Source: an optimization exercise on an open RTL-to-GDS flow (aim: small area and a short achievable clock period). Production flows keep margins and buffers that such runs may drop. At most, simulation tests tie the RTL to the original design; equivalence was not proved. No functional check of the RTL was part of run 7. Power figures rest on the tool's default switching activity, not on a simulated workload.

===== flow/flow/run.sh =====
#!/bin/bash
# Standard ORFS layout with two changes:
#  - Yosys's full-adder extraction is off, so ABC maps the adders itself;
#  - the port buffers that buffer_ports inserts are plain buf_4 cells
#    instead of the delay cells it otherwise picks.
export ADDER_MAP_FILE=
export BUFFER_PORTS_ARGS="-buffer_cell sky130_fd_sc_hd__buf_4"
bash standard.sh > standard.log 2>&1

===== flow/standard.sh =====
#!/bin/bash
# synth_recipe.tcl (not shown) runs the flow's synth.tcl, then flattens the netlist and writes it again
# the make line also repeats each setting of config.mk as NAME=value (left out here)
make -C /OpenROAD-flow-scripts/flow DESIGN_CONFIG=/design/flow/config.mk WORK_HOME=/design/flow/orfs CLKGATE_MAP_FILE= SYNTH_SCRIPT=/design/flow/synth_recipe.tcl "${@:-finish}"

===== flow/config.mk =====
export PLATFORM = sky130hd
export DESIGN_NAME = smp8
export DESIGN_NICKNAME = smp8
export VERILOG_FILES = /design/flow/design.v
export SDC_FILE = /design/flow/constraint.sdc
export NUM_CORES = 4
export LEC_CHECK = 0
export ABC_AREA = 1
export CAP_MARGIN = 20
export CORE_MARGIN = 2
export CORE_UTILIZATION = 50
export CTS_BUF_LIST = sky130_fd_sc_hd__clkbuf_8
export SETUP_SLACK_MARGIN = 1.75
export SLEW_MARGIN = 20

===== flow/constraint.sdc =====
create_clock -name core_clock -period 3.7 [get_ports {clk}]
set_input_delay 0.7400 -clock core_clock [delete_from_list [all_inputs] [get_ports {clk}]]
set_output_delay 0.7400 -clock core_clock [all_outputs]
set_load 0.01 [all_outputs]

===== flow/design.v =====
module smp8 (input clk, reset,
output reg [3:0] pc,
input [7:0] instr,
output reg [7:0] AC);
wire [3:0] op = instr[7:4];
wire [3:0] a  = instr[3:0];
reg [7:0] R;
reg       Z;
reg [7:0] RAM [15:0];
wire [15:0] opd = 16'h1 << op;
wire [3:0] lo = 4'h1 << a[1:0];
wire [3:0] hi = 4'h1 << a[3:2];
wire [3:0] hi_ld = hi & {4{opd[1]}};
wire [3:0] hi_st = hi & {4{opd[2]}};
genvar w;
generate for (w = 0; w < 16; w = w + 1) begin : mem_w
  always @(posedge clk)
    if (hi_st[w/4] & lo[w%4]) RAM[w] <= AC;
end endgenerate
reg [7:0] memld;
integer k;
always @(*) begin
  memld = 8'h00;
  for (k = 0; k < 16; k = k + 1)
    memld = memld | (RAM[k] & {8{hi_ld[k/4] & lo[k%4]}});
end
function [7:0] addp(input [7:0] x, input [7:0] z, input cin);
  reg [7:0] g, p, G, P;
  reg [8:0] c;
  integer i;
  begin
    g = x & z; p = x ^ z;
    G = g; P = p;
    G[0] = g[0] | (p[0] & cin);
    G[1] = G[1] | (P[1] & G[0]);  P[1] = P[1] & P[0];
    G[3] = G[3] | (P[3] & G[2]);  P[3] = P[3] & P[2];
    G[5] = G[5] | (P[5] & G[4]);  P[5] = P[5] & P[4];
    G[2] = G[2] | (P[2] & G[1]);
    G[3] = G[3] | (P[3] & G[1]);
    G[6] = G[6] | (P[6] & G[5]);  P[6] = P[6] & P[5];
    G[7] = G[7] | (P[7] & G[5]);  P[7] = P[7] & P[5];
    G[4] = G[4] | (P[4] & G[3]);
    G[5] = G[5] | (P[5] & G[3]);
    G[6] = G[6] | (P[6] & G[3]);
    c = {G[6:0], cin};
    addp = p ^ c[7:0];
  end
endfunction
wire [7:0] sum = addp(AC, R, 1'b0);
wire [7:0] dif = addp(AC, ~R, 1'b1);
wire [7:0] inc = AC + 8'd1;
wire [7:0] acnext = memld
  | (R   & {8{opd[4]}})
  | (sum & {8{opd[8]}})
  | (dif & {8{opd[9]}})
  | (inc & {8{opd[10]}})
  | ((AC & R) & {8{opd[12]}})
  | ((AC | R) & {8{opd[13]}})
  | ((AC ^ R) & {8{opd[14]}})
  | (~AC & {8{opd[15]}})
  | (AC  & {8{opd[0] | opd[2] | opd[3] | opd[5] | opd[6] | opd[7]}});
wire [7:0] p = AC ^ R;
wire [7:0] g = AC | R;
wire z_and = ~|(AC & R);
wire z_ac0 = ~|AC;
wire z_acff = &AC;
wire z_eq  = ~|p;
wire z_or  = ~|g;
wire z_sum = ~p[0] & &(p[7:1] ~^ g[6:0]);    
wire znext = (z_ac0 & opd[3])
  | (z_sum & (opd[4] | opd[5] | opd[6] | opd[7] | opd[8]))
  | (z_eq & (opd[9] | opd[14]))
  | (z_acff & (opd[10] | opd[15]))
  | opd[11]
  | (z_or & opd[13])
  | (z_and & (opd[0] | opd[1] | opd[2] | opd[12]));
wire jump = opd[5] | (opd[6] & Z) | (opd[7] & ~Z);
always @(posedge clk, posedge reset)
  if (reset) begin
    pc <= 4'h0;
    AC <= 8'h00;
    R  <= 8'h00;
    Z  <= 1'b0;
  end else begin
    pc <= jump ? a : pc + 4'h1;
    AC <= acnext;
    if (opd[3]) R <= AC;
    Z  <= znext;
  end
endmodule

==> flow_summary.ini, run 1 <==
[synthesis]
synth.area.top_cells = edfxtp_1 53%, nand2_1 14%, dfrtp_1 7.3%
yosysWarnings = 2
ys.flop_type = edfxtp_1
ys_seq_area_share_pct = 60.3
synth-edff-count = 128
async_flop_share_pct = 14.1
synth_common_cells = 276 x nand2_1, 128 x edfxtp_1, 97 x nor2_1
synthCells = 800
synth_top_area_share_pct = 53.1
synth_seq_cells = 149
syn_nets = 810
syn_avg_cell_area_sq_um = 9.05
yosys.area.top_type = edfxtp_1
synth.distinct_cells = 33
yosysMostFrequentCell = nand2_1
syn-cell-area_sq_um = 7240

[placed_design]
pre_cts_slack_ns = 0.964
gp_congestion = 0.973
hpwl_microns = 15900
io_buffer_count = 21
placed_cells = 1003
detailed_place.area_sq_um = 7650

[finish]
fin_cells = 1069
syn_to_final_growth_pct = 21.6
drive_gt1_share_pct = 21.4
fin_nets = 886
final_cell_area_sq_um = 8810
n_antenna_cell = 0

[clocking]
cts_tree = done
clk_latency_ns = 0.46
path_clk_slew_ns = 0.09
clockRootBuffer = clkbuf_8
clock_sinks = 149
cts_buffers = 17
cts.path.max_buffers = 2
h-tree-depth = 4

[global_routing]
grt_usage_pct = 30.4
grt_pass1_vias = 5839
grt_overflow = 0
grt_pass1_wl_microns = 34700
antenna_found_initial = 0
grt_max_degree = 24

[pwr]
power.leakage_nw = 3.61
power_density_nw_per_um2 = 604
irDropWorstVdd_mv = 0.492
power_mw = 5.32

[worst_setup_path]
cp_num_buf_inv = 2
cp_slowest_cell = nor2_2
r2r-start = AC[1]
startpoint_type = input pin
worstPathArrival_ns = 2.17
crit_end = RAM[5][1]
crit_fanout = 8
cpPeakStageDelay_ns = 0.35
rrSetupSlack_ns = 1.83
critPathKind = in2reg
critical_path.cell_chain = buf_4 -> inv_1 -> nand2_1 -> nor2_2 -> nand2_1 -> nor2_4
regToRegEndpoint = AC[5]
crit_family = simple AND/OR/NAND/NOR gates
crit_start = instr[4]
end_kind = flip-flop
cp.depth = 6
r2r_cells = 10
crit_required_ns = 3.84
path_common_cell = nand2_1

[timing]
clock.fmax_mhz = 493
finalHoldViolCount = 0
slew_violations = 0
slew_headroom_pct = 34.5
max_slew.worst_pin.slew_ns = 0.981
fin_setup_tns_ns = 0
setup_slack_ns = 1.67
setup_violations = 0
rsz0062_at_grt = true
period_share_pct = 54.8
finClkSkew_ns = 0.00805
fin_crit_ns = 2.03

[drt]
viasPerCell = 5.92
drc_errors = 0
drt-total-wl_microns = 24100
antenna_left = 0
drtIter0Drc = 828
via_count = 6331
first_pass_iters = 7
wl_per_cell_microns = 22.5

[floorplan]
floorplan.initialDensity_pct = 51.6
core-area_sq_um = 14000
io_pins = 22
dieArea_sq_um = 15500
dieHeight_microns = 124
rows = 43
die_w_microns = 124

[run]
maxCapViolCount = 0

[outcome]
status = complete, no violations

[hold_path]
hold_class = in2async
[cell usage in the layout, fill, tap and decap left out, types with 11 or more instances in the layout]
cell type  netlist  final
nand2_1        276    266
inv_1           56     53
inv_2           12     13
nor3_1          12     12
nand3_1         57     56
nand4_1         42     42
nor2_2          14     20
nor2_1          97     61
edfxtp_1       128    128
a21oi_1         18     17
buf_4            0     47
o21ai_0         30     28
clkbuf_8         0     17
nor2_4           3     34
nand2_2          3     11
dfrtp_1         21     14
[per-stage QoR]
stage          hold slack [ns]  util [%]
6_report                 0.506      62.7
3_5_place_dp             0.516      54.5
5_1_grt                  0.565      62.7
3_3_place_gp             0.504      54.5
2_1_floorplan            0.496         -
4_1_cts                  0.519      60.7
[routing by layer]
metal  track usage (%)  wire length [microns]  vias to the layer above
li1                  -                      -                     2882
met4              12.0                    844                        0
met1              41.9                   9660                     3017
met2              47.3                  11000                      375
met5                 0                      0                        -
met3              6.40                   2530                       57
[sequential cells by signal, indices dropped and copies added (netlist names)]
| name | flops |
|---|---|
| RAM | 128 |
| Z | 1 |
| R | 8 |
| AC | 8 |
| pc | 4 |
[final cells by class]
class	instances	area, sq um
sequential	149	4380
inverter	69	272
tap	180	225
fill	1229	5240
clock buffer	17	234
timing repair buffer	62	649
clock inverter	15	176
multi-input combinational	577	2870
[how the worst min path moves through the flow]
| stage | startpoint | to | depth (start not counted) |
|---|---|---|---|
| 3_5_place_dp | pc[0] | pc[0] | 1 |
| 2_1_floorplan | R[7] | R[7] | 2 |
| 5_1_grt | pc[0] | pc[0] | 1 |
| 6_report | reset | AC[7] | 2 |
| 3_3_place_gp | pc[0] | pc[0] | 1 |
| 4_1_cts | reset | AC[7] | 2 |
[what timing repair did]
| item | in CTS | in global routing |
|---|---|---|
| pin swaps | 1 | 4 |
| hold buffers | 0 | 0 |
| gates resized for setup | 64 | 51 |
| setup buffers | 16 | 14 |
| setup endpoints to repair | 145 | 142 |
| cloned | 4 | 0 |
[logic make-up after synthesis]
logic type / Yosys count / synth area share [%]
compound gates: 63 / 4.73
buf+inv: 75 / 4.13
simple gates: 512 / 30.7
flops: 149 / 60.3
xor+xnor: 1 / 0.121
[where the power goes]
group	total, mW	switching (mW)	internal (mW)
combinational	1.81	1.12	0.690
sequential	2.19	0.127	2.07
clock	1.31	0.692	0.616
==> run 2: changes to the inputs <==
--- a/flow/config.mk
+++ b/flow/config.mk
@@ -10,3 +10,3 @@
 export CORE_MARGIN = 2
-export CORE_UTILIZATION = 50
+export CORE_UTILIZATION = 30
 export CTS_BUF_LIST = sky130_fd_sc_hd__clkbuf_8
==> run 2 against run 1 <==
  * Still clean on timing, DRC and antenna
  * Clock power about the same
  * Setup slack improved by 0.037 ns
  * Flip-flop and latch count is the same
  * Maximum frequency up 1.8%
  * Sequential share of layout area is 0.78 points lower
  * Synthesized area stayed put
  * Clock-buffer cell count unchanged
  * Largest cell class unchanged
  * Highest routed layer is now met5
==> flow_summary.ini, run 2 <==
[worst_setup_path]
crit_fanout = 8
crit_required_ns = 4.03
crit_start = instr[1]
regToRegEndpoint = AC[7]
startpoint_type = input pin
critPathKind = in2reg
worstPathArrival_ns = 2.33
rrSetupSlack_ns = 1.81
r2r-start = AC[1]
end_kind = flip-flop
crit_end = AC[7]
r2r_cells = 10

[finish]
fin_nets = 886
syn_to_final_growth_pct = 23.6
ff_latch_area_sq_um = 4380
layout_common_cells = 265 x nand2_1, 128 x edfxtp_1, 68 x nor2_1, 54 x nand3_1, 53 x inv_1
fin_cells = 1208
drive_gt1_share_pct = 21.3
largest_reg_flops = 128
reg_top3 = RAM: 128 flops, AC: 8 flops, R: 8 flops
regMostFlops = RAM
final_common_cell = nand2_1
n_antenna_cell = 0
multi_input_area_sq_um = 2890
nFillCells = 2339

[synthesis]
syn_nets = 810
async_flop_share_pct = 14.1
synthCells = 800
synth.area.top_cells = edfxtp_1 53%, nand2_1 14%, dfrtp_1 7.3%
ys.flop_type = edfxtp_1
ys_seq_area_share_pct = 60.3
yosysMostFrequentCell = nand2_1
synth_common_cells = 276 x nand2_1, 128 x edfxtp_1, 97 x nor2_1
yosysWarnings = 2
synth-edff-count = 128
synth_seq_cells = 149
syn-cell-area_sq_um = 7240
synth.distinct_cells = 33
syn_avg_cell_area_sq_um = 9.05
synth_top_area_share_pct = 53.1
yosys.area.top_type = edfxtp_1

[timing]
finalHoldViolCount = 0
setup_violations = 0
slew_headroom_pct = 38.0
rsz0062_at_grt = true
finClkSkew_ns = 0.0233
period_share_pct = 53.8
fin_crit_ns = 1.99
slew_violations = 0
clock.fmax_mhz = 502
max_slew.worst_pin.slew_ns = 0.929
fin_setup_tns_ns = 0

[drt]
viasPerCell = 5.15
drtIter0Drc = 919
antenna_left = 0
via_count = 6226
wl_per_cell_microns = 20.1
first_pass_iters = 8
drc_errors = 0
drt-total-wl_microns = 24200

[pwr]
irDropWorstVdd_mv = 0.229
power.leakage_nw = 3.58
power_density_nw_per_um2 = 587

[placed_design]
io_buffer_count = 21
placed_cells = 1143
gp_congestion = 0.943
hpwl_microns = 15900

[clocking]
path_clk_slew_ns = 0.10
cts_buffers = 17
clk_latency_ns = 0.47
hold_buffers = 0
h-tree-depth = 4
cts.path.max_buffers = 2
clock_sinks = 149
clockRootBuffer = clkbuf_8
cts_tree = done

[floorplan]
io_pins = 22
rows = 56
floorplan.initialDensity_pct = 30.7
die_w_microns = 159
dieHeight_microns = 159
dieArea_sq_um = 25400
core-area_sq_um = 23600

[hold_path]
hold_class = in2async

[run]
maxCapViolCount = 0

[global_routing]
antenna_found_initial = 1
grt_overflow = 0
grt_max_degree = 22
grt_usage_pct = 18.9
grt_pass1_wl_microns = 35500
grt_pass1_vias = 5807

[outcome]
status = complete, no violations
run 2: cell counts after synthesis:
Identical to the previous run, type by type.
run 2: layer usage:
layer  global-route usage, %  vias to the layer above  share of wire, %
met5                       0                        -             0.041
met4                    9.96                        2               4.9
met2                    28.4                      363                44
met3                    5.31                       71                10
li1                        -                     2878                 -
met1                    24.9                     2912                40
run 2: power breakdown:
group          internal, mW  switching (mW)  total [mW]  leakage, nW
sequential             2.07           0.142        2.21         1.42
clock                 0.615           0.686        1.30        0.196
combinational         0.630            1.11        1.74         1.97
run 2: area by class of cell:
class,count,area share [%]
sequential,149,49.0
multi-input combinational,578,32.3
timing repair buffer,61,6.52
tap,319,4.46
inverter,69,3.20
clock buffer,17,2.61
clock inverter,15,1.94
run 2: repair_timing:
action / CTS / global route
endpoints found under the setup margin: 145 / 141
cloned: 3 / 0
pin swaps: 2 / 5
gates resized for setup: 62 / 59
buffers inserted: 21 / 9
run 2: critical path, cell delays in order:
cell,delay [ns]
buf_4,0.15
inv_2,0.08
nor2_4,0.06
inv_2,0.31
nor2_4,0.10
nand2_1,0.08
nand2_1,0.05
nor2_1,0.14
nand3_1,0.24
nor2_2,0.22
nand3_1,0.15
run 2: stage by stage:
step	power, mW	cell area, sq um	hold slack [ns]	setup slack, ns	util, %
CTS	5.10	8660	0.501	1.69	36.7
global placement	3.53	7840	0.508	0.918	33.2
floorplan	2.97	7250	0.496	1.68	-
detailed placement	3.53	7840	0.521	0.868	33.2
global route	5.47	8960	0.512	1.70	37.9
finish	5.26	8960	0.464	1.71	37.9
run 2: cells by family after synthesis:
logic type,Yosys count,synth area share (%)
AND/OR/NAND/NOR,512,30.7
flip-flops,149,60.3
buffers and inverters,75,4.13
AO/OA/AOI/OAI,63,4.73
XOR/XNOR,1,0.121
run 2: worst min path at each step:
stage,start,endpoint,cells past startpoint
global route,reset,pc[0],2
global placement,pc[0],pc[0],1
floorplan,R[7],R[7],2
CTS,reset,pc[0],2
finish,reset,AC[6],2
detailed placement,pc[0],pc[0],1
==> run 3: changes to the inputs <==
--- a/flow/config.mk
+++ b/flow/config.mk
@@ -10,4 +10,6 @@
 export CORE_MARGIN = 2
-export CORE_UTILIZATION = 30
+export CORE_UTILIZATION = 40
 export CTS_BUF_LIST = sky130_fd_sc_hd__clkbuf_8
+export CTS_CLUSTER_DIAMETER = 60
+export CTS_CLUSTER_SIZE = 30
 export SETUP_SLACK_MARGIN = 1.75
==> run 3 against run 2 <==
  * Still clean on timing, DRC and antenna
  * Maximum frequency is 1.6% higher
  * Clock power is 6% lower
  * Clock skew is 0.011 ns lower
  * Critical endpoint is now AC[2]
  * Largest cell class unchanged
==> flow_summary.ini, run 3 <==
[pwr]
irDropWorstVdd_mv = 0.283
power_mw = 5.09
power.leakage_nw = 3.53
power_density_nw_per_um2 = 587

[drt]
drtIter0Drc = 734
viasPerCell = 5.63
drc_errors = 0
wl_per_cell_microns = 21.5
drt-total-wl_microns = 23900
first_pass_iters = 8
antenna_left = 0
via_count = 6263

[worst_setup_path]
r2r_cells = 10
critPathKind = reg2out
r2r-start = AC[2]
cpPeakStageDelay_ns = 0.50
critical_path.cell_chain = buf_8 -> buf_6
rrSetupSlack_ns = 1.80
worstPathArrival_ns = 1.22
crit_required_ns = 2.96
startpoint_type = flip-flop
crit_start = AC[2]
end_kind = output pin
regToRegEndpoint = AC[3]
crit_fanout = 2
cp_slowest_cell = dfrtp_4

[hold_path]
hold_class = in2async

[finish]
n_antenna_cell = 0
final_core_util_pct = 48.7
reg_top3 = RAM: 128 flops, AC: 8 flops, R: 8 flops
final_common_cell = nand2_1
largest_reg_flops = 128
fin_nets = 880
syn_to_final_growth_pct = 19.8
layout_common_cells = 265 x nand2_1, 128 x edfxtp_1, 65 x nor2_1, 57 x nand3_1, 54 x inv_1
drive_gt1_share_pct = 20.4
regMostFlops = RAM

[clocking]
cts_tree = done
clock_sinks = 149
cts.path.max_buffers = 2
clockRootBuffer = clkbuf_8
cts_buffers = 17
hold_buffers = 0
path_clk_slew_ns = 0.09
h-tree-depth = 4
clk_latency_ns = 0.46

[synthesis]
synthCells = 800
synth_common_cells = 276 x nand2_1, 128 x edfxtp_1, 97 x nor2_1
synth_xor_area_share_pct = 0.121
yosysWarnings = 2
syn-cell-area_sq_um = 7240
synth_fa_ha_area_share_pct = 0
synth_compound_gate_area_share_pct = 4.73
synth.area.top_cells = edfxtp_1 53%, nand2_1 14%, dfrtp_1 7.3%
ys_seq_area_share_pct = 60.3
yosys.area_share.simple_pct = 30.7
syn_avg_cell_area_sq_um = 9.05
synth.distinct_cells = 33
synth-edff-count = 128
synth_seq_cells = 149
synth_top_area_share_pct = 53.1
synth_top_family_by_area = simple AND/OR/NAND/NOR gates
async_flop_share_pct = 14.1
yosysMostFrequentCell = nand2_1
yosys.area.top_type = edfxtp_1
synthMuxAreaShare_pct = 0
syn_nets = 810
ys.flop_type = edfxtp_1

[floorplan]
rows = 49
die_w_microns = 139
dieHeight_microns = 139
io_pins = 22
dieArea_sq_um = 19200
core-area_sq_um = 17800
floorplan.initialDensity_pct = 40.6

[timing]
fin_crit_ns = 1.96
clock.fmax_mhz = 510
setup_violations = 0
rsz0062_at_grt = true
slew_violations = 0
finalHoldViolCount = 0
period_share_pct = 53.0
setup_slack_ns = 1.74
max_slew.worst_pin.slew_ns = 0.679
fin_setup_tns_ns = 0
slew_headroom_pct = 54.6
finClkSkew_ns = 0.0120

[placed_design]
io_buffer_count = 21
pre_cts_slack_ns = 0.869
gp_congestion = 0.926
hpwl_microns = 15700

[global_routing]
grt_overflow = 0
grt_max_degree = 22
grt_pass1_vias = 5760
antenna_found_initial = 0
grt_pass1_wl_microns = 35400
grt_usage_pct = 25.0

[outcome]
status = complete, no violations

[run]
maxCapViolCount = 0
-- run 3: cell count changes in the layout (fill, tap and decap cells not counted), moves of 3 or more --
| cell | previous run | this run |
|---|---|---|
| nor2_2 | 16 | 23 |
| buf_6 | 7 | 2 |
| nor2_4 | 32 | 27 |
| buf_8 | 0 | 3 |
| clkinvlp_4 | 8 | 5 |
| nand3_1 | 54 | 57 |
| nand3_2 | 4 | 1 |
| nor2_1 | 68 | 65 |
-- run 3: cells by family after synthesis --
| logic type | Yosys count |
|---|---|
| and+or+nand+nor | 512 |
| DFF | 149 |
| xor gates and xnor gates | 1 |
| buffers and inverters | 75 |
| AOI/OAI and AO/OA | 63 |
-- run 3: repair_timing --
| item | CTS | global route |
|---|---|---|
| setup endpoints to repair | 145 | 108 |
| gates cloned | 1 | 0 |
| pin swaps | 1 | 5 |
| setup buffers | 22 | 3 |
| gates resized for setup | 61 | 43 |
-- run 3: area by class of cell --
| cell class | count | area (sq um) |
|---|---|---|
| repair buffers | 56 | 526 |
| clock inverters | 14 | 126 |
| clock buffers | 18 | 248 |
| well taps | 229 | 287 |
| multi-input cells | 577 | 2830 |
| flip-flops and latches | 149 | 4390 |
| inverters | 69 | 278 |
| fillers | 1677 | 9160 |
-- run 3: metal layers --
layer | up-vias | global-route usage, % | routed length [microns]
met5 | - | 0 | 0
met2 | 359 | 38.5 | 11100
met3 | 45 | 4.45 | 2210
li1 | 2857 | - | -
met1 | 3002 | 34.9 | 9790
met4 | 0 | 11.0 | 805
-- run 3: how the worst max path moves through the flow --
stage	to	slack, ns
4_1_cts	AC[3]	1.71
3_3_place_gp	RAM[7][4]	0.91
5_1_grt	AC[3]	1.67
3_5_place_dp	RAM[1][7]	0.87
6_report	AC[2]	1.74
2_1_floorplan	RAM[2][0]	1.68
-- run 3: per-stage QoR --
stage,area [sq um],cells,hold WS (ns)
final,8680,1112,0.205
after detailed placement,7720,1053,0.533
after CTS,8510,1108,0.511
after floorplan,7250,800,0.496
after global placement,7720,1053,0.523
after global routing,8680,1112,0.206
-- run 3: worst max-delay path: cells and delay by family, from the launching register on --
| family | cells | cell delay (ns) |
|---|---|---|
| buffers and inverters | 2 | 0.25 |
| DFF | 1 | 0.50 |
-- run 3: report_power, final --
part | total [mW] | internal, mW | switching, mW
clock network | 1.22 | 0.556 | 0.667
registers | 2.19 | 2.07 | 0.114
logic | 1.68 | 0.575 | 1.11
total | 5.09 | 3.20 | 1.89
==> run 4: changes to the inputs <==
--- a/flow/config.mk
+++ b/flow/config.mk
@@ -12,4 +12,3 @@
 export CTS_BUF_LIST = sky130_fd_sc_hd__clkbuf_8
-export CTS_CLUSTER_DIAMETER = 60
-export CTS_CLUSTER_SIZE = 30
+export GPL_TIMING_DRIVEN = 0
 export SETUP_SLACK_MARGIN = 1.75
==> run 4 against run 3 <==
  * Clock skew down 0.00075 ns
  * Wire length fell by 0.16%
  * Core utilization up 1.1 points
  * Register-to-register slack better by 0.04 ns
  * Non-clock buffer count up 16
  * Final cell count increased by 1.2%
  * Setup slack worse by 0.018 ns
  * Critical path type is now in2reg
  * Sequential power grew 2%
  * Via count about the same
  * Combinational power decreased by 13%
==> flow_summary.ini, run 4 <==
[synthesis]
synth_seq_cells = 149
ys_seq_area_share_pct = 60.3
synth-edff-count = 128
synth.area.top_cells = edfxtp_1 53%, nand2_1 14%, dfrtp_1 7.3%
synth_common_cells = 276 x nand2_1, 128 x edfxtp_1, 97 x nor2_1
yosys.area.top_type = edfxtp_1
yosysMostFrequentCell = nand2_1
ys.flop_type = edfxtp_1
yosysWarnings = 2
syn_nets = 810
syn_avg_cell_area_sq_um = 9.05
synthCells = 800
syn-cell-area_sq_um = 7240
async_flop_share_pct = 14.1
synth_top_area_share_pct = 53.1
synth.distinct_cells = 33

[floorplan]
floorplan.initialDensity_pct = 40.6
dieArea_sq_um = 19200
dieHeight_microns = 139
die_w_microns = 139
rows = 49
io_pins = 22
core-area_sq_um = 17800

[drt]
via_count = 6265
wl_per_cell_microns = 21.2
antenna_left = 0
drtIter0Drc = 664
viasPerCell = 5.57
drc_errors = 0
drt-total-wl_microns = 23800
first_pass_iters = 6

[worst_setup_path]
crit_start = instr[4]
crit_end = RAM[1][4]
rrSetupSlack_ns = 1.84
worstPathArrival_ns = 2.15
r2r-start = AC[2]
regToRegEndpoint = AC[6]
r2r_cells = 12
critical_path.cell_chain = buf_4 -> inv_1 -> nand2_1 -> nor2_2 -> nand2_1 -> nor2_4 -> buf_4
end_kind = flip-flop
startpoint_type = input pin
critPathKind = in2reg
crit_required_ns = 3.88
cp_slowest_cell = nand2_1
cpPeakStageDelay_ns = 0.31
crit_fanout = 6

[clocking]
clock_sinks = 149
path_clk_slew_ns = 0.08
cts.path.max_buffers = 2
clockRootBuffer = clkbuf_8
clk_latency_ns = 0.45
cts_buffers = 17
h-tree-depth = 4
cts_tree = done

[timing]
hold-worst-slack_ns = 0.509
rsz0062_at_grt = true
max_slew.worst_pin.slew_ns = 0.980
slew_violations = 0
clock.fmax_mhz = 506
period_share_pct = 53.5
setup_violations = 0
fin_setup_tns_ns = 0
finClkSkew_ns = 0.0113
finalHoldViolCount = 0
fin_crit_ns = 1.98
slew_headroom_pct = 34.6

[global_routing]
antenna_found_initial = 0
grt_usage_pct = 24.4
grt_pass1_wl_microns = 34600
grt_overflow = 0
grt_pass1_vias = 5719
grt_max_degree = 22

[finish]
drive_gt1_share_pct = 20.9
nFillCells = 1686
largest_reg_flops = 128
reg_top3 = RAM: 128 flops, AC: 8 flops, R: 8 flops
layout_common_cells = 269 x nand2_1, 128 x edfxtp_1, 66 x nor2_1, 55 x nand3_1, 54 x inv_1
regMostFlops = RAM
final_cell_area_sq_um = 8870
multi_input_area_sq_um = 2840
n_antenna_cell = 0
syn_to_final_growth_pct = 22.5
final_common_cell = nand2_1
ff_latch_area_sq_um = 4400
final_core_util_pct = 49.7
fin_nets = 895

[run]
maxCapViolCount = 0

[pwr]
power_density_nw_per_um2 = 564
power.leakage_nw = 3.63
irDropWorstVdd_mv = 0.418

[placed_design]
gp_congestion = 0.944
io_buffer_count = 21
detailed_place.area_sq_um = 7700
hpwl_microns = 14900

[hold_path]
hold_class = in2async

[outcome]
status = complete, no violations
run 4: cell counts after synthesis:
No cell type changed its count.
run 4: routing by layer:
metal  vias to the layer above  global-route usage (%)  routed length, microns
li1                       2893                       -                       -
met1                      2985                    33.5                    9700
met2                       327                    38.6                   11200
met3                        60                    3.87                    1900
met4                         0                    11.0                    1010
met5                         -                       0                       0
run 4: how the worst min path moves through the flow:
| stage | end | from | slack [ns] |
|---|---|---|---|
| after floorplan | R[7] | R[7] | 0.50 |
| after global placement | pc[0] | pc[0] | 0.51 |
| after detailed placement | pc[0] | pc[0] | 0.53 |
| after CTS | pc[0] | pc[0] | 0.54 |
| after global routing | pc[2] | reset | 0.57 |
| final | pc[2] | reset | 0.51 |
run 4: cells by family (layout without fill, tap and decap cells):
group,count (synthesis),count (layout),synth area share (%)
compound gates,63,63,4.73
simple gates,512,512,30.7
flops,149,149,60.3
xor+xnor,1,1,0.121
buf+inv,75,171,4.13
run 4: timing repair:
| item | CTS | global route |
|---|---|---|
| resized for setup | 44 | 48 |
| endpoints found under the setup margin | 145 | 138 |
| setup buffers | 31 | 14 |
| hold buffers | 0 | 0 |
| pin swaps | 5 | 12 |
| endpoints found under the hold margin | 0 | 0 |
run 4: per-stage QoR:
step                      power (mW)  std cells  worst slack [ns]
after floorplan                 2.97        800              1.68
after global placement          3.42       1050             0.662
after detailed placement        3.42       1050             0.811
after CTS                       4.94       1111              1.59
after global routing            5.22       1125              1.60
final                           5.00       1125              1.72
run 4: worst max-delay path: cells and delay by family:
| kind | cells | cell delay (ns) |
|---|---|---|
| simple gates | 4 | 0.96 |
| buf+inv | 3 | 0.45 |
run 4: area by class of cell:
type	count	share of cell area, %
plain buffers	6	0.465
inverters	69	3.03
flip-flops and latches	149	49.6
clock inverters	13	1.79
well taps	229	3.23
repair buffers	66	7.29
clock buffers	17	2.64
multi-input cells	576	32.0
run 4: report_power, final:
group	internal [mW]	switching, mW	total [mW]
logic	0.473	0.996	1.47
registers	2.08	0.155	2.24
clock network	0.660	0.635	1.30
==> run 5: changes to the inputs <==
--- a/flow/config.mk
+++ b/flow/config.mk
@@ -12,3 +12,3 @@
 export CTS_BUF_LIST = sky130_fd_sc_hd__clkbuf_8
-export GPL_TIMING_DRIVEN = 0
+export PLACE_DENSITY = 0.85
 export SETUP_SLACK_MARGIN = 1.75
==> run 5 against run 4 <==
  * Combinational power increased by 16%
  * Clock-buffer cell count unchanged
  * Synthesized cell count unchanged
  * Clock skew increased by 0.00071 ns
  * Sequential share of layout area increased by 1.1 points
  * Highest routed layer unchanged
  * Synthesized area unchanged
  * Worst hold slack got worse by 0.057 ns
  * Final cell count decreased by 0.80%
  * Design area decreased by 2.6%
  * Global-route usage decreased by 0.88 points
==> flow_summary.ini, run 5 <==
[global_routing]
grt_overflow = 0
grt_max_degree = 22
grt_pass1_vias = 5990
grt_usage_pct = 23.5
antenna_found_initial = 0
grt_pass1_wl_microns = 33800

[floorplan]
rows = 49
core-area_sq_um = 17800
io_pins = 22
dieHeight_microns = 139
floorplan.initialDensity_pct = 40.6
dieArea_sq_um = 19200
die_w_microns = 139

[finish]
layout_common_cells = 265 x nand2_1, 128 x edfxtp_1, 71 x nor2_1, 57 x nand3_1, 56 x inv_1
drive_gt1_share_pct = 19.2
syn_to_final_growth_pct = 19.3
reg_top3 = RAM: 128 flops, AC: 8 flops, R: 8 flops
fin_nets = 884
largest_reg_flops = 128
n_antenna_cell = 0
regMostFlops = RAM
final_common_cell = nand2_1

[pwr]
power_mw = 5.03
p_int_mw = 3.18
p_sw_mw = 1.84
combPwrFrac_pct = 33.7
power_frac_seq_pct = 43.4
clockPowerShare_pct = 22.8
power.leakage_nw = 3.54
irDropWorstVdd_mv = 0.492
switching_share_pct = 36.6
power_density_nw_per_um2 = 581

[synthesis]
synthCells = 800
async_flop_share_pct = 14.1
synth.distinct_cells = 33
synth.area.top_cells = edfxtp_1 53%, nand2_1 14%, dfrtp_1 7.3%
yosysMostFrequentCell = nand2_1
syn_avg_cell_area_sq_um = 9.05
ys.flop_type = edfxtp_1
yosys.area.top_type = edfxtp_1
yosysWarnings = 2
ys_seq_area_share_pct = 60.3
synth_top_area_share_pct = 53.1
syn_nets = 810
synth_seq_cells = 149
synth_common_cells = 276 x nand2_1, 128 x edfxtp_1, 97 x nor2_1
syn-cell-area_sq_um = 7240
synth-edff-count = 128

[drt]
first_pass_iters = 8
drt-total-wl_microns = 22700
via_count = 6511
antenna_left = 0
viasPerCell = 5.83
drtIter0Drc = 1042
drc_errors = 0
wl_per_cell_microns = 20.4

[outcome]
status = complete, no violations

[worst_setup_path]
critPathKind = in2reg
cp_slowest_cell = nand2_1
path_common_cell = nand2_1
crit_required_ns = 3.84
critical_path.cell_chain = buf_4 -> inv_1 -> nand2_1 -> nor2_2 -> nand2_1 -> nor2_4
crit_family = simple AND/OR/NAND/NOR gates
crit_fanout = 8
worstPathArrival_ns = 2.26
cpPeakStageDelay_ns = 0.39
cp_num_buf_inv = 2
end_kind = flip-flop
startpoint_type = input pin

[clocking]
hold_buffers = 0
clock_sinks = 149
cts.path.max_buffers = 2
clockRootBuffer = clkbuf_8
cts_tree = done
path_clk_slew_ns = 0.08
h-tree-depth = 4
cts_buffers = 17
clk_latency_ns = 0.47

[timing]
slew_headroom_pct = 42.0
max_slew.worst_pin.slew_ns = 0.870
hold-worst-slack_ns = 0.451
setup_violations = 0
fin_crit_ns = 2.11
clock.fmax_mhz = 474
fin_setup_tns_ns = 0
slew_violations = 0
rsz0062_at_grt = true
period_share_pct = 57.1
setup_slack_ns = 1.59
finClkSkew_ns = 0.0120
finalHoldViolCount = 0

[run]
maxCapViolCount = 0

[placed_design]
gp_congestion = 0.970
pre_cts_slack_ns = 0.906
hpwl_microns = 14900
io_buffer_count = 21

[hold_path]
hold_class = in2async
## run 5: cell counts after synthesis
Identical to the previous run, type by type.
## run 5: metal layers
metal	share of wire, %	GRT usage [%]	vias up
li1	-	-	2874
met1	35	30.2	3015
met2	46	36.9	508
met3	13	6.08	114
met4	5.7	12.6	0
met5	0	0	-
## run 5: worst register-to-register path, delay by kind of cell, from the launching register on
| kind | cells | cell delay [ns] |
|---|---|---|
| simple gates | 9 | 1.09 |
| flops | 1 | 0.41 |
| buf+inv | 2 | 0.24 |
## run 5: timing repair
item,in CTS,in global routing
endpoints found under the hold margin,0,0
setup buffers,21,11
pin swaps,1,4
resized for setup,45,50
cloned,1,1
endpoints found under the setup margin,145,140
## run 5: through the flow
step,instance area (sq um),cells,util (%)
2_1_floorplan,7250,800,-
3_3_place_gp,7700,1050,43.2
3_5_place_dp,7700,1050,43.2
4_1_cts,8370,1104,46.9
5_1_grt,8640,1116,48.5
6_report,8640,1116,48.5
## run 5: power by group through the flow
stage	combinational (mW)	clock, mW	sequential, mW
floorplan	0.681	0	2.29
global placement	1.18	0	2.29
detailed placement	1.20	0	2.29
CTS	1.46	1.14	2.20
global route	1.82	1.21	2.20
finish	1.70	1.15	2.18
## run 5: cell families after synthesis
kind of cell              share of synthesized area (%)
AOI/OAI and AO/OA                                  4.73
xor gates and xnor gates                          0.121
buffers and inverters                              4.13
DFF                                                60.3
and+or+nand+nor                                    30.7
## run 5: worst paths after layout
check,startpoint,to,slack (ns),cells past startpoint
max in group asynchronous,reset,AC[5],2.62,2
worst min-delay path,reset,AC[6],0.45,2
min in group core_clock,pc[0],pc[0],0.52,1
worst max register to register,AC[0],AC[5],1.83,11
worst max-delay path,instr[4],RAM[5][3],1.59,6
worst min register to register,pc[0],pc[0],0.52,1
## run 5: cell type report
type,instances,area (sq um)
fill,1544,9200
sequential,149,4380
multi-input combinational,578,2840
timing repair buffer,59,519
tap,229,287
inverter,69,265
clock buffer,17,234
clock inverter,15,118
==> run 6: changes to the inputs <==
--- a/flow/config.mk
+++ b/flow/config.mk
@@ -12,3 +12,2 @@
 export CTS_BUF_LIST = sky130_fd_sc_hd__clkbuf_8
-export PLACE_DENSITY = 0.85
 export SETUP_SLACK_MARGIN = 1.75
==> run 6 against run 5 <==
  * Maximum frequency rose by 7.7%
  * Wire length rose by 5.0%
  * Worst hold slack got worse by 0.25 ns
  * Highest routed layer unchanged
  * Via count fell by 3.8%
  * Synthesized cell count did not move
  * Largest cell class unchanged
  * Flip-flop and latch count did not move
  * Core utilization rose by 0.20 points
==> flow_summary.ini, run 6 <==
[clocking]
cts.path.max_buffers = 2
cts_tree = done
cts_buffers = 17
hold_buffers = 0
clk_latency_ns = 0.46
h-tree-depth = 4
clock_sinks = 149
clockRootBuffer = clkbuf_8
path_clk_slew_ns = 0.09

[global_routing]
grt_max_degree = 22
antenna_found_initial = 0
grt_usage_pct = 25.0
grt_pass1_wl_microns = 35400
grt_pass1_vias = 5760
grt_overflow = 0

[pwr]
power_density_nw_per_um2 = 587
p_int_mw = 3.20
switching_share_pct = 37.1
p_sw_mw = 1.89
combPwrFrac_pct = 33.1
power.leakage_nw = 3.53
clockPowerShare_pct = 24.0
power_frac_seq_pct = 42.9
irDropWorstVdd_mv = 0.283

[drt]
via_count = 6263
viasPerCell = 5.63
wl_per_cell_microns = 21.5
antenna_left = 0
drtIter0Drc = 734
first_pass_iters = 8
drc_errors = 0
drt-total-wl_microns = 23900

[run]
maxCapViolCount = 0

[timing]
slew_violations = 0
period_share_pct = 53.0
finalHoldViolCount = 0
fin_crit_ns = 1.96
finClkSkew_ns = 0.0120
rsz0062_at_grt = true
max_slew.worst_pin.slew_ns = 0.679
clock.fmax_mhz = 510
slew_headroom_pct = 54.6
setup_slack_ns = 1.74
setup_violations = 0
fin_setup_tns_ns = 0

[synthesis]
syn_avg_cell_area_sq_um = 9.05
async_flop_share_pct = 14.1
synth_xor_area_share_pct = 0.121
yosys.area_share.simple_pct = 30.7
synth_top_area_share_pct = 53.1
synthMuxAreaShare_pct = 0
ys_seq_area_share_pct = 60.3
synth_compound_gate_area_share_pct = 4.73
syn_nets = 810
synth_seq_cells = 149
ys.flop_type = edfxtp_1
syn-cell-area_sq_um = 7240
synth-edff-count = 128
yosys.area.top_type = edfxtp_1
yosysWarnings = 2
yosysMostFrequentCell = nand2_1
synthCells = 800
synth.area.top_cells = edfxtp_1 53%, nand2_1 14%, dfrtp_1 7.3%
synth_top_family_by_area = simple AND/OR/NAND/NOR gates
synth_fa_ha_area_share_pct = 0
synth.distinct_cells = 33
synth_common_cells = 276 x nand2_1, 128 x edfxtp_1, 97 x nor2_1

[finish]
syn_to_final_growth_pct = 19.8
fin_nets = 880
nFillCells = 1677
regMostFlops = RAM
layout_common_cells = 265 x nand2_1, 128 x edfxtp_1, 65 x nor2_1, 57 x nand3_1, 54 x inv_1
reg_top3 = RAM: 128 flops, AC: 8 flops, R: 8 flops
n_antenna_cell = 0
fin_cells = 1112
final_common_cell = nand2_1
largest_reg_flops = 128
drive_gt1_share_pct = 20.4

[worst_setup_path]
r2r_cells = 10
worstPathArrival_ns = 1.22
crit_required_ns = 2.96
r2r-start = AC[2]
crit_fanout = 2
regToRegEndpoint = AC[3]
startpoint_type = flip-flop
end_kind = output pin
rrSetupSlack_ns = 1.80
critPathKind = reg2out

[floorplan]
dieArea_sq_um = 19200
die_w_microns = 139
rows = 49
dieHeight_microns = 139
floorplan.initialDensity_pct = 40.6
io_pins = 22
core-area_sq_um = 17800

[placed_design]
pre_cts_slack_ns = 0.869
placed_cells = 1053
hpwl_microns = 15700
io_buffer_count = 21
gp_congestion = 0.926

[hold_path]
hold_class = in2async

[outcome]
status = complete, no violations
==> run 6: cell types whose count changed in the layout (fill, tap and decap cells not counted), moves of 2 or more <==
cell,before,now
nor2_2,12,23
nor2_1,71,65
nor2_4,33,27
buf_4,49,45
buf_6,5,2
clkinv_1,3,0
inv_6,2,5
buf_12,4,6
buf_8,1,3
clkinvlp_4,3,5
inv_1,56,54
nand2_4,3,1
==> run 6: final cells by class <==
type / count / area (sq um) / area share, %
inverters: 69 / 278 / 3.20
clock inverters: 14 / 126 / 1.46
repair buffers: 56 / 526 / 6.05
multi-input cells: 577 / 2830 / 32.6
well taps: 229 / 287 / 3.30
clock buffers: 18 / 248 / 2.85
flip-flops and latches: 149 / 4390 / 50.5
==> run 6: worst max path at each step <==
stage / from / to / slack, ns / cells past startpoint
after detailed placement: instr[7] / RAM[1][7] / 0.87 / 6
after floorplan: instr[2] / RAM[2][0] / 1.68 / 4
after global placement: instr[7] / RAM[7][4] / 0.91 / 6
final: AC[2] / AC[2] / 1.74 / 2
after global routing: AC[2] / AC[3] / 1.67 / 10
after CTS: AC[3] / AC[3] / 1.71 / 1
==> run 6: power by group through the flow <==
stage,logic [mW],registers (mW),clock network (mW)
after floorplan,0.681,2.29,0
after global placement,1.19,2.32,0
after detailed placement,1.19,2.32,0
after CTS,1.54,2.19,1.23
after global routing,1.81,2.20,1.30
final,1.68,2.19,1.22
==> run 6: metal layers <==
| metal | routed length, microns | GRT usage (%) |
|---|---|---|
| met1 | 9790 | 34.9 |
| met2 | 11100 | 38.5 |
| met3 | 2210 | 4.45 |
| met4 | 805 | 11.0 |
| met5 | 0 | 0 |
==> run 6: worst max-delay path, stage by stage, from the launching register on <==
cell and delay (ns):
dfrtp_4 0.50, buf_8 0.14, buf_6 0.11
==> run 6: repair_timing <==
item,4_1_cts,5_1_grt
cloned,1,0
gates resized for setup,61,43
setup buffers,22,3
pin swaps,1,5
setup endpoints to repair,145,108
hold endpoints to repair,0,0
==> run 6: logic make-up after synthesis <==
family,Yosys count
XOR/XNOR,1
buffers and inverters,75
AND/OR/NAND/NOR,512
flip-flops,149
AO/OA/AOI/OAI,63
==> run 6: per-stage QoR <==
step | area, sq um | utilization, % | hold slack [ns] | total power, mW
final | 8680 | 48.7 | 0.205 | 5.09
after global routing | 8680 | 48.7 | 0.206 | 5.31
after CTS | 8510 | 47.7 | 0.511 | 4.96
after detailed placement | 7720 | 43.3 | 0.533 | 3.51
after global placement | 7720 | 43.3 | 0.523 | 3.51
after floorplan | 7250 | - | 0.496 | 2.97
==> run 7: changes to the inputs <==
--- a/flow/design.v
+++ b/flow/design.v
@@ -48,4 +48,4 @@
 endfunction
-wire [7:0] sum = addp(AC, R, 1'b0);
-wire [7:0] dif = addp(AC, ~R, 1'b1);
+wire sub = opd[9];
+wire [7:0] sum = addp(AC, R ^ {8{sub}}, sub);
 wire [7:0] inc = AC + 8'd1;
@@ -53,4 +53,3 @@
   | (R   & {8{opd[4]}})
-  | (sum & {8{opd[8]}})
-  | (dif & {8{opd[9]}})
+  | (sum & {8{opd[8] | opd[9]}})
   | (inc & {8{opd[10]}})
==> run 7 against run 6 <==
  * Maximum frequency is essentially flat
  * Flip-flop and latch count is the same
  * Clock skew shrank 0.0030 ns
  * Critical endpoint is now AC[1]
  * Critical path type is now in2reg
  * Combinational power shrank 15%
  * First-iteration DRC count shrank 23%
  * Setup slack lost 0.0010 ns
  * Wire length shrank 4.9%
  * Worst hold slack gained 0.29 ns
  * Register-to-register slack lost 0.04 ns
  * Sequential power is essentially flat
  * Highest routed layer unchanged
  * Clock power shrank 9.8%
==> flow_summary.ini, run 7 <==
[synthesis]
async_flop_share_pct = 14.1
synth_top_area_share_pct = 54.4
syn_avg_cell_area_sq_um = 9.98
synth.distinct_cells = 41
synth_seq_cells = 149
synth_common_cells = 211 x nand2_1, 128 x edfxtp_1, 66 x nor2_1
synth.area.top_cells = edfxtp_1 54%, nand2_1 11%, dfrtp_1 7.4%
synth-edff-count = 128
syn-cell-area_sq_um = 7060
syn_nets = 718
yosys.area.top_type = edfxtp_1
synthCells = 708
ys.flop_type = edfxtp_1
yosysMostFrequentCell = nand2_1
yosysWarnings = 2
ys_seq_area_share_pct = 61.8

[timing]
slew_violations = 0
fin_setup_tns_ns = 0
max_slew.worst_pin.slew_ns = 0.921
finalHoldViolCount = 0
rsz0062_at_grt = true
slew_headroom_pct = 38.5
period_share_pct = 53.0
setup_violations = 0
fin_crit_ns = 1.96
clock.fmax_mhz = 510
finClkSkew_ns = 0.00904

[global_routing]
grt_overflow = 0
grt_pass1_vias = 5516
grt_usage_pct = 25.0
grt_pass1_wl_microns = 33300
antenna_found_initial = 0
grt_max_degree = 23

[drt]
drt-total-wl_microns = 22700
via_count = 5800
wl_per_cell_microns = 22.0
first_pass_iters = 7
drc_errors = 0
viasPerCell = 5.63
drtIter0Drc = 567
antenna_left = 0

[finish]
final_common_cell = nand2_1
n_antenna_cell = 0
fin_nets = 803
reg_top3 = RAM: 128 flops, AC: 8 flops, R: 8 flops
syn_to_final_growth_pct = 23.9
largest_reg_flops = 128
final_core_util_pct = 50.6
regMostFlops = RAM
drive_gt1_share_pct = 24.7
layout_common_cells = 201 x nand2_1, 128 x edfxtp_1, 58 x inv_1, 50 x buf_4, 47 x nand3_1

[placed_design]
hpwl_microns = 15400
gp_congestion = 0.932
io_buffer_count = 21

[floorplan]
rows = 48
io_pins = 22
dieArea_sq_um = 18700
core-area_sq_um = 17300
dieHeight_microns = 137
floorplan.initialDensity_pct = 40.8
die_w_microns = 137

[clocking]
cts_buffers = 17
cts.path.max_buffers = 2
h-tree-depth = 4
cts_tree = done
path_clk_slew_ns = 0.08
clock_sinks = 149
clockRootBuffer = clkbuf_8
clk_latency_ns = 0.45

[hold_path]
hold_class = in2async

[pwr]
power.leakage_nw = 3.43
power_density_nw_per_um2 = 537
irDropWorstVdd_mv = 0.349

[worst_setup_path]
end_kind = flip-flop
rrSetupSlack_ns = 1.76
worstPathArrival_ns = 2.27
critPathKind = in2reg
crit_required_ns = 4.00
startpoint_type = input pin
crit_fanout = 7

[run]
maxCapViolCount = 0

[outcome]
status = complete, no violations
run 7: cell count changes after synthesis, sizes merged, moves of 3 or more:
cell | before | now
a22o | 0 | 4
nor2 | 115 | 87
nand2 | 280 | 230
nand3 | 58 | 52
o21ai | 34 | 18
a211oi | 0 | 8
o22ai | 1 | 9
nand4 | 42 | 20
o211ai | 4 | 7
inv | 68 | 65
o2111ai | 0 | 4
run 7: worst max-delay path, stage by stage:
cell	delay (ns)
buf_4	0.15
inv_2	0.06
nand2_2	0.14
nor2_8	0.10
nand2_4	0.10
nor2_4	0.07
nand2_1	0.07
nand2_1	0.09
a221oi_1	0.56
nand4_1	0.16
run 7: metal layers:
metal	wire (microns)	GRT usage, %	up-vias	part of all wire, %
li1	-	-	2640	-
met1	9210	32.3	2829	41
met2	11000	41.6	279	49
met3	1760	5.19	52	7.8
met4	704	9.11	0	3.1
met5	0	0	-	0
run 7: power breakdown:
part	internal (mW)	total [mW]	switching, mW
Combinational	0.527	1.43	0.902
Clock	0.510	1.10	0.589
Sequential	2.05	2.18	0.129
Total	3.08	4.70	1.62
run 7: timing repair:
action                                  4_1_cts  5_1_grt
endpoints found under the setup margin       37      141
gates cloned                                  0        2
pin swaps                                     9       19
gates resized for setup                      46       26
hold buffers                                  0        0
buffers inserted                             21       18
run 7: kinds of logic after synthesis:
family                 share of synthesized area (%)
AO/OA/AOI/OAI                                   7.33
XOR/XNOR                                       0.372
buffers and inverters                           3.86
flip-flops                                      61.8
AND/OR/NAND/NOR                                 26.6
run 7: final cells by class:
cell class / instances / area (sq um)
repair buffers: 69 / 734
clock inverters: 15 / 100
clock buffers: 17 / 234
multi-input cells: 491 / 2760
fillers: 1546 / 8540
flip-flops and latches: 149 / 4380
inverters: 65 / 263
well taps: 225 / 282
run 7: final timing paths:
check	from	to	cells past startpoint
max in group asynchronous	reset	AC[1]	2
max	instr[5]	AC[1]	10
min in group core_clock	pc[0]	pc[0]	1
max reg2reg	AC[2]	AC[2]	8
min	reset	Z	2
min reg2reg	pc[0]	pc[0]	1
run 7: per-stage QoR:
stage	total power, mW	worst slack, ns	cell area (sq um)	std cells	hold WS, ns
6_report	4.70	1.74	8750	1031	0.494
5_1_grt	4.91	1.70	8750	1031	0.547
4_1_cts	4.58	1.71	8440	1011	0.508
3_5_place_dp	3.35	1.06	7700	958	0.510
3_3_place_gp	3.35	1.05	7700	958	0.497
2_1_floorplan	2.88	1.70	7240	708	0.439
==> run 8: changes to the inputs <==
--- a/flow/design.v
+++ b/flow/design.v
@@ -49,8 +49,7 @@
 wire sub = opd[9];
-wire [7:0] sum = addp(AC, R ^ {8{sub}}, sub);
-wire [7:0] inc = AC + 8'd1;
+wire inc = opd[10];
+wire [7:0] sum = addp(AC, (R ^ {8{sub}}) & {8{~inc}}, sub | inc);
 wire [7:0] acnext = memld
   | (R   & {8{opd[4]}})
-  | (sum & {8{opd[8] | opd[9]}})
-  | (inc & {8{opd[10]}})
+  | (sum & {8{opd[8] | opd[9] | opd[10]}})
   | ((AC & R) & {8{opd[12]}})
==> run 8 against run 7 <==
  * Flip-flop and latch count is the same
  * Synthesized cell count shrank 8.2%
  * Clock power grew 5%
  * Global-route usage shrank 0.87 points
  * Critical endpoint is now AC[7]
  * Setup slack gained 0.021 ns
  * Critical path type unchanged
  * Register-to-register slack gained 0.10 ns
  * Sequential share of layout area shrank 0.28 points
  * Final cell count shrank 4.9%
  * Wire length shrank 3.3%
  * First-iteration DRC count grew 29%
  * Clock skew grew 0.0057 ns
  * Power grew 9.0%
==> flow_summary.ini, run 8 <==
[clocking]
cts.path.max_buffers = 2
cts_buffers = 17
clockRootBuffer = clkbuf_8
cts_tree = done
h-tree-depth = 4
hold_buffers = 0
clk_latency_ns = 0.46
path_clk_slew_ns = 0.09
clock_sinks = 149

[synthesis]
yosysMostFrequentCell = nand2_1
ys_seq_area_share_pct = 64.1
synth-edff-count = 128
synth_common_cells = 162 x nand2_1, 128 x edfxtp_1, 71 x inv_1
synth.distinct_cells = 43
syn_avg_cell_area_sq_um = 10.5
yosysWarnings = 2
synth_top_area_share_pct = 56.4
synth.area.top_cells = edfxtp_1 56%, nand2_1 8.9%, dfrtp_1 7.7%
synthCells = 650
async_flop_share_pct = 14.1
syn-cell-area_sq_um = 6820
syn_nets = 660
ys.flop_type = edfxtp_1
synth_seq_cells = 149
yosys.area.top_type = edfxtp_1

[finish]
nFillCells = 1473
fin_cells = 980
final_common_cell = nand2_1
reg_top3 = RAM: 128 flops, AC: 8 flops, R: 8 flops
largest_reg_flops = 128
layout_common_cells = 137 x nand2_1, 128 x edfxtp_1, 61 x buf_4, 55 x inv_1, 41 x nand3_1
regMostFlops = RAM
fin_nets = 756
drive_gt1_share_pct = 31.6
syn_to_final_growth_pct = 29.0
final_core_util_pct = 52.9

[pwr]
irDropWorstVdd_mv = 0.314
power_mw = 5.13
power.leakage_nw = 3.42
power_density_nw_per_um2 = 583

[placed_design]
placed_cells = 895
hpwl_microns = 14100
pre_cts_slack_ns = 0.660
gp_congestion = 0.930
io_buffer_count = 21

[global_routing]
grt_max_degree = 23
grt_pass1_wl_microns = 31500
grt_pass1_vias = 5185
antenna_found_initial = 0
grt_usage_pct = 24.1
grt_overflow = 0

[worst_setup_path]
startpoint_type = input pin
crit_fanout = 7
crit_start = instr[1]
crit_required_ns = 4.04
rrSetupSlack_ns = 1.86
critPathKind = in2reg
worstPathArrival_ns = 2.28
end_kind = flip-flop
r2r-start = AC[2]

[drt]
antenna_left = 0
drtIter0Drc = 731
viasPerCell = 5.71
via_count = 5596
drt-total-wl_microns = 21900
wl_per_cell_microns = 22.4
drc_errors = 0
first_pass_iters = 5

[floorplan]
die_w_microns = 135
io_pins = 22
floorplan.initialDensity_pct = 41.0
core-area_sq_um = 16600
dieArea_sq_um = 18100
dieHeight_microns = 135
rows = 47

[timing]
fin_setup_tns_ns = 0
clock.fmax_mhz = 515
fin_crit_ns = 1.94
rsz0062_at_grt = true
setup_violations = 0
finalHoldViolCount = 0
period_share_pct = 52.4
slew_violations = 0
slew_headroom_pct = 35.3
setup_slack_ns = 1.76
max_slew.worst_pin.slew_ns = 0.969
finClkSkew_ns = 0.0147

[hold_path]
hold_class = in2async

[run]
maxCapViolCount = 0

[outcome]
status = complete, no violations
[run 8: worst paths after layout]
check,to,depth (start not counted)
max reg2reg,AC[2],9
min in group core_clock,AC[1],2
max,AC[7],12
max in group asynchronous,AC[4],2
min,AC[0],2
min reg2reg,AC[1],2
[run 8: repair_timing]
item,in CTS,in global routing
setup buffers,14,33
cloned,0,5
resized for setup,63,79
endpoints found under the setup margin,75,15
pin swaps,2,22
[run 8: power breakdown]
part / switching (mW) / internal [mW]
clock: 0.667 / 0.481
combinational: 1.08 / 0.706
sequential: 0.116 / 2.08
total: 1.86 / 3.27
[run 8: metrics by stage]
stage	hold WS, ns	cell area [sq um]
6_report	0.501	8800
5_1_grt	0.561	8790
4_1_cts	0.528	8170
3_3_place_gp	0.497	7470
3_5_place_dp	0.511	7470
2_1_floorplan	0.469	7020
[run 8: layout make-up]
cell class / count / area, sq um / share of cell area (%)
clock buffer: 17 / 234 / 2.66
inverter: 76 / 305 / 3.47
tap: 220 / 275 / 3.13
antenna: 1 / 2.50 / 0.0284
sequential: 149 / 4380 / 49.8
clock inverter: 15 / 124 / 1.41
timing repair buffer: 80 / 796 / 9.05
multi-input combinational: 422 / 2680 / 30.5
[run 8: logic make-up after synthesis]
| logic type | after synthesis | synth area share [%] |
|---|---|---|
| adder cells (fa/ha/maj) | 1 | 0.165 |
| AND/OR/NAND/NOR | 315 | 20.4 |
| buffers and inverters | 81 | 4.70 |
| flip-flops | 149 | 64.1 |
| AO/OA/AOI/OAI | 98 | 9.94 |
| XOR/XNOR | 6 | 0.770 |
[run 8: critical path: stages]
cell and delay [ns]:
buf_4 0.10, inv_1 0.09, nand2_1 0.09, buf_6 0.12
inv_1 0.07, nand3_1 0.11, inv_2 0.11, a22o_1 0.22
a21oi_2 0.18, nand3_2 0.17, nor3_2 0.20, nand2_1 0.07
[run 8: routing by layer]
layer  vias up  global-route usage, %  part of all wire, %
li1       2523                      -                    -
met1      2714                   33.0                   42
met2       304                   36.2                   45
met3        55                   5.78                  8.5
met4         0                   11.7                  4.4
met5         -                      0                    0
==> run 9: changes to the inputs <==
--- a/flow/config.mk
+++ b/flow/config.mk
@@ -12,2 +12,3 @@
 export CTS_BUF_LIST = sky130_fd_sc_hd__clkbuf_8
+export GPL_TIMING_DRIVEN = 0
 export SETUP_SLACK_MARGIN = 1.75
==> run 9 against run 8 <==
  * Clock skew is 0.0064 ns lower
  * Sequential share of layout area barely moved
  * Power rose by 0.55%
  * Setup slack lost 0.0044 ns
  * Clock power rose by 17%
  * Global-route usage grew 0.58 points
  * Critical path depth is 1 lower
==> flow_summary.ini, run 9 <==
[outcome]
status = complete, no violations

[floorplan]
rows = 47
floorplan.initialDensity_pct = 41.0
dieHeight_microns = 135
die_w_microns = 135
io_pins = 22
core-area_sq_um = 16600
dieArea_sq_um = 18100

[finish]
multi_input_area_sq_um = 2740
layout_common_cells = 143 x nand2_1, 128 x edfxtp_1, 57 x buf_4, 52 x inv_1, 34 x nand3_1
n_antenna_cell = 0
regMostFlops = RAM
ff_latch_area_sq_um = 4400
reg_top3 = RAM: 128 flops, AC: 8 flops, R: 8 flops
fin_cells = 970
final_common_cell = nand2_1
syn_to_final_growth_pct = 29.4
nFillCells = 1440
largest_reg_flops = 128
drive_gt1_share_pct = 31.5
final_core_util_pct = 53.0
fin_nets = 747

[global_routing]
grt_max_degree = 22
met3_usage_pct = 6.16
antenna_found_initial = 0
grt_pass1_wl_microns = 32200
grt_use_met1_pct = 34.3
grt_overflow = 0
grt_pass1_vias = 5236
grt_util_met2_pct = 36.5
top_usage_layer = met2
grt_usage_pct = 24.7

[placed_design]
pre_cts_slack_ns = 0.668
io_buffer_count = 20
hpwl_microns = 13200
placed_cells = 890
gp_congestion = 0.934

[synthesis]
syn_nets = 660
synthCells = 650
synth_top_area_share_pct = 56.4
async_flop_share_pct = 14.1
synth.area.top_cells = edfxtp_1 56%, nand2_1 8.9%, dfrtp_1 7.7%
yosysMostFrequentCell = nand2_1
ys.flop_type = edfxtp_1
syn-cell-area_sq_um = 6820
synth-edff-count = 128
yosys.area.top_type = edfxtp_1
ys_seq_area_share_pct = 64.1
yosysWarnings = 2
synth_common_cells = 162 x nand2_1, 128 x edfxtp_1, 71 x inv_1
synth.distinct_cells = 43
synth_seq_cells = 149
syn_avg_cell_area_sq_um = 10.5

[clocking]
h-tree-depth = 4
cts_tree = done
clock_sinks = 149
path_clk_slew_ns = 0.09
cts_buffers = 17
clockRootBuffer = clkbuf_8
clk_latency_ns = 0.45
hold_buffers = 0
cts.path.max_buffers = 2

[timing]
setup_violations = 0
fin_crit_ns = 1.94
fin_setup_tns_ns = 0
slew_violations = 0
setup_slack_ns = 1.76
slew_headroom_pct = 24.7
clock.fmax_mhz = 514
finalHoldViolCount = 0
rsz0062_at_grt = true
finClkSkew_ns = 0.00833
max_slew.worst_pin.slew_ns = 1.12
period_share_pct = 52.6

[pwr]
irDropWorstVdd_mv = 0.350
power_density_nw_per_um2 = 584
power.leakage_nw = 3.40

[drt]
via_count = 5459
drt-total-wl_microns = 21600
drtIter0Drc = 537
wl_per_cell_microns = 22.3
drc_errors = 0
antenna_left = 0
first_pass_iters = 5
viasPerCell = 5.63

[worst_setup_path]
rrSetupSlack_ns = 1.80
r2r-start = AC[4]
crit_fanout = 6
critPathKind = in2reg
regToRegEndpoint = Z
startpoint_type = input pin
end_kind = flip-flop
crit_required_ns = 4.04
worstPathArrival_ns = 2.28
r2r_cells = 8

[hold_path]
hold_class = in2async

[run]
maxCapViolCount = 0
run 9: power breakdown:
group | internal [mW] | switching, mW | total [mW]
registers | 2.09 | 0.152 | 2.25
logic | 0.558 | 1.01 | 1.56
clock network | 0.727 | 0.619 | 1.35
run 9: worst max path at each step:
stage	start	to	cells after the start
final	instr[0]	AC[4]	11
after global routing	instr[0]	AC[4]	11
after CTS	instr[2]	AC[4]	10
after detailed placement	instr[0]	AC[4]	11
after global placement	instr[0]	AC[4]	11
after floorplan	instr[6]	AC[7]	16
run 9: area by class of cell:
type / count / share of cell area, %
sequential: 149 / 49.8
multi-input combinational: 420 / 31.1
timing repair buffer: 68 / 6.73
inverter: 76 / 3.76
tap: 220 / 3.12
clock buffer: 17 / 2.65
clock inverter: 15 / 2.14
buffer: 5 / 0.695
run 9: kinds of logic after synthesis:
family                     share of synthesized area, %
DFF                                                64.1
xor gates and xnor gates                          0.770
and+or+nand+nor                                    20.4
AOI/OAI and AO/OA                                  9.94
adders and majority gates                         0.165
buffers and inverters                              4.70
run 9: critical path, stage by stage:
cell and delay, ns:
buf_4 0.16, nand2_8 0.13, clkinvlp_4 0.15, nand3_4 0.13, inv_2 0.08, nand2_1 0.06
nand2_1 0.08, a221oi_4 0.27, nand3_2 0.19, nor3_2 0.20, o21ai_1 0.08
run 9: metal layers:
layer / vias to the layer above / share of wire (%)
li1: 2496 / -
met1: 2663 / 43
met2: 250 / 45
met3: 50 / 8.0
met4: 0 / 4.1
met5: - / 0
run 9: through the flow:
step           power, mW  hold slack (ns)  instance area, sq um
6_report            5.16            0.471                  8830
5_1_grt             5.40            0.517                  8830
4_1_cts             5.03            0.493                  8430
3_5_place_dp        3.39            0.494                  7440
3_3_place_gp        3.37            0.487                  7440
2_1_floorplan       2.95            0.469                  7020
run 9: timing repair:
item,CTS,global route
endpoints found under the setup margin,104,26
resized for setup,85,69
gates cloned,0,2
buffers inserted,31,15
pin swaps,15,25
==> run 10: changes to the inputs <==
--- a/flow/config.mk
+++ b/flow/config.mk
@@ -12,3 +12,3 @@
 export CTS_BUF_LIST = sky130_fd_sc_hd__clkbuf_8
-export GPL_TIMING_DRIVEN = 0
+export PLACE_DENSITY = 0.85
 export SETUP_SLACK_MARGIN = 1.75
==> run 10 against run 9 <==
  * Core utilization grew 0.59 points
  * Critical path depth did not move
  * Clock power barely moved
  * Wire length grew 6.1%
  * Global-route usage shrank 0.57 points
  * Non-clock buffer count decreased by 1
  * Design area grew 1.1%
  * Critical path type unchanged
==> flow_summary.ini, run 10 <==
[outcome]
status = complete, no violations

[global_routing]
antenna_found_initial = 0
grt_pass1_vias = 5380
grt_max_degree = 23
grt_usage_pct = 24.1
grt_pass1_wl_microns = 31800
grt_overflow = 0

[clocking]
clock_sinks = 149
h-tree-depth = 4
clk_latency_ns = 0.46
cts.path.max_buffers = 2
cts_buffers = 17
hold_buffers = 0
clockRootBuffer = clkbuf_8
cts_tree = done
path_clk_slew_ns = 0.09

[synthesis]
yosysMostFrequentCell = nand2_1
synth-edff-count = 128
synth.distinct_cells = 43
async_flop_share_pct = 14.1
yosysWarnings = 2
synthCells = 650
syn_nets = 660
syn_avg_cell_area_sq_um = 10.5
synth.area.top_cells = edfxtp_1 56%, nand2_1 8.9%, dfrtp_1 7.7%
syn-cell-area_sq_um = 6820
ys_seq_area_share_pct = 64.1
ys.flop_type = edfxtp_1
synth_top_area_share_pct = 56.4
synth_seq_cells = 149
synth_common_cells = 162 x nand2_1, 128 x edfxtp_1, 71 x inv_1
yosys.area.top_type = edfxtp_1

[hold_path]
hold_class = in2async

[finish]
final_cell_area_sq_um = 8920
reg_top3 = RAM: 128 flops, AC: 8 flops, R: 8 flops
fin_nets = 748
n_antenna_cell = 0
final_common_cell = nand2_1
nFillCells = 1332
largest_reg_flops = 128
syn_to_final_growth_pct = 30.9
layout_common_cells = 147 x nand2_1, 128 x edfxtp_1, 60 x inv_1, 45 x buf_4, 40 x nand3_1
regMostFlops = RAM
drive_gt1_share_pct = 28.2

[timing]
rsz0062_at_grt = true
setup_violations = 0
max_slew.worst_pin.slew_ns = 0.898
slew_violations = 0
clock.fmax_mhz = 476
fin_crit_ns = 2.10
finClkSkew_ns = 0.0120
finalHoldViolCount = 0
period_share_pct = 56.8
hold-worst-slack_ns = 0.472
fin_setup_tns_ns = 0
setup_slack_ns = 1.60
slew_headroom_pct = 40.1

[drt]
first_pass_iters = 9
viasPerCell = 6.08
antenna_left = 0
drc_errors = 0
wl_per_cell_microns = 23.6
drt-total-wl_microns = 22900
via_count = 5903
drtIter0Drc = 977

[pwr]
power.leakage_nw = 3.49
power_density_nw_per_um2 = 618
irDropWorstVdd_mv = 0.452

[placed_design]
hpwl_microns = 13500
pre_cts_slack_ns = 0.728
io_buffer_count = 21
detailed_place.area_sq_um = 7480
gp_congestion = 0.960

[worst_setup_path]
critPathKind = in2reg
worstPathArrival_ns = 2.45
crit_fanout = 8
r2r-start = AC[6]
r2r_cells = 9
crit_required_ns = 4.05
end_kind = flip-flop
rrSetupSlack_ns = 1.66
startpoint_type = input pin
regToRegEndpoint = AC[6]

[floorplan]
core-area_sq_um = 16600
dieHeight_microns = 135
rows = 47
die_w_microns = 135
dieArea_sq_um = 18100
floorplan.initialDensity_pct = 41.0
io_pins = 22

[run]
maxCapViolCount = 0
[run 10: kinds of logic (layout without fill, tap and decap cells)]
kind of cell,after synthesis,after routing,synth area share (%)
fa+ha+maj,1,1,0.165
flops,149,149,64.1
compound gates,98,98,9.94
xor+xnor,6,6,0.770
buf+inv,81,180,4.70
simple gates,315,317,20.4
[run 10: how the worst max path moves through the flow]
stage                   from    end  slack (ns)  cells past startpoint
floorplan           instr[6]  AC[7]        1.53                     16
detailed placement  instr[7]  AC[3]        0.73                     10
global route        instr[6]  AC[7]        1.57                     11
finish              instr[6]  AC[7]        1.60                     11
global placement    instr[7]  AC[6]        0.73                     11
CTS                 instr[4]  AC[6]        1.72                     11
[run 10: worst max-delay path: stages]
cell        delay [ns]
buf_12            0.10
clkinvlp_4        0.12
nand2_4           0.14
nor2_4            0.10
nand3_2           0.11
clkinvlp_4        0.25
a22o_1            0.30
nor2_1            0.18
nand3_2           0.15
nor3_2            0.18
nand2_1           0.07
[run 10: what timing repair did]
item | in CTS | in global routing
resized for setup | 52 | 77
setup buffers | 13 | 21
hold endpoints to repair | 0 | 0
pin swaps | 7 | 27
gates cloned | 5 | 4
setup endpoints to repair | 89 | 16
[run 10: area by class of cell]
| cell class | count | area [sq um] | share of cell area [%] |
|---|---|---|---|
| flip-flops and latches | 149 | 4380 | 49.1 |
| repair buffers | 72 | 882 | 9.88 |
| clock inverters | 15 | 193 | 2.16 |
| well taps | 220 | 275 | 3.08 |
| inverters | 76 | 305 | 3.42 |
| multi-input cells | 422 | 2660 | 29.8 |
| clock buffers | 17 | 234 | 2.62 |
[run 10: report_power, final]
group	switching [mW]	internal [mW]	total, mW
logic	1.14	0.823	1.97
clock network	0.670	0.686	1.36
registers	0.112	2.08	2.19
[run 10: per-layer routing]
layer / up-vias / track usage, % / wire length, microns
met4: 0 / 11.5 / 1400
met2: 473 / 38.1 / 10300
met1: 2796 / 30.7 / 8300
li1: 2502 / - / -
met5: - / 0 / 0
met3: 132 / 6.91 / 2980
[run 10: through the flow]
step	power (mW)	std cells	utilization (%)
global placement	3.44	896	44.9
global route	5.68	971	53.6
finish	5.51	971	53.6
floorplan	2.95	650	-
detailed placement	3.46	896	44.9
CTS	5.16	946	50.0

-- port drivers added, routing unchanged --
No port has a modelled driver above. Below, the same layouts with a new extraction and two added sets of constraints.
Step 1, drivers: a clkbuf_16 drives clk and a buf_2 each remaining input, both assumed.
Step 2, shift: input delay + t, output delay - t, t = (earliest + latest rising clock arrival at the registers) / 2. This alone moves slack from input paths to output paths.
a / b / c = ideal ports / drivers / drivers and shift; a / b = the first two.
run | t (ns) | slack for setup (ns)
run 1 | 0.493 | 1.672 / 1.691 / 1.198
run 2 | 0.500 | 1.708 / 1.700 / 1.220
run 3 | 0.496 | 1.740 / 1.701 / 1.261
run 4 | 0.487 | 1.722 / 1.725 / 1.245
run 5 | 0.504 | 1.588 / 1.602 / 1.098
run 6 | 0.496 | 1.740 / 1.701 / 1.261
run 7 | 0.481 | 1.739 / 1.738 / 1.268
run 8 | 0.488 | 1.760 / 1.745 / 1.270
run 9 | 0.486 | 1.755 / 1.740 / 1.254
run 10 | 0.488 | 1.598 / 1.523 / 1.034
After both steps every run listed still meets setup and hold.
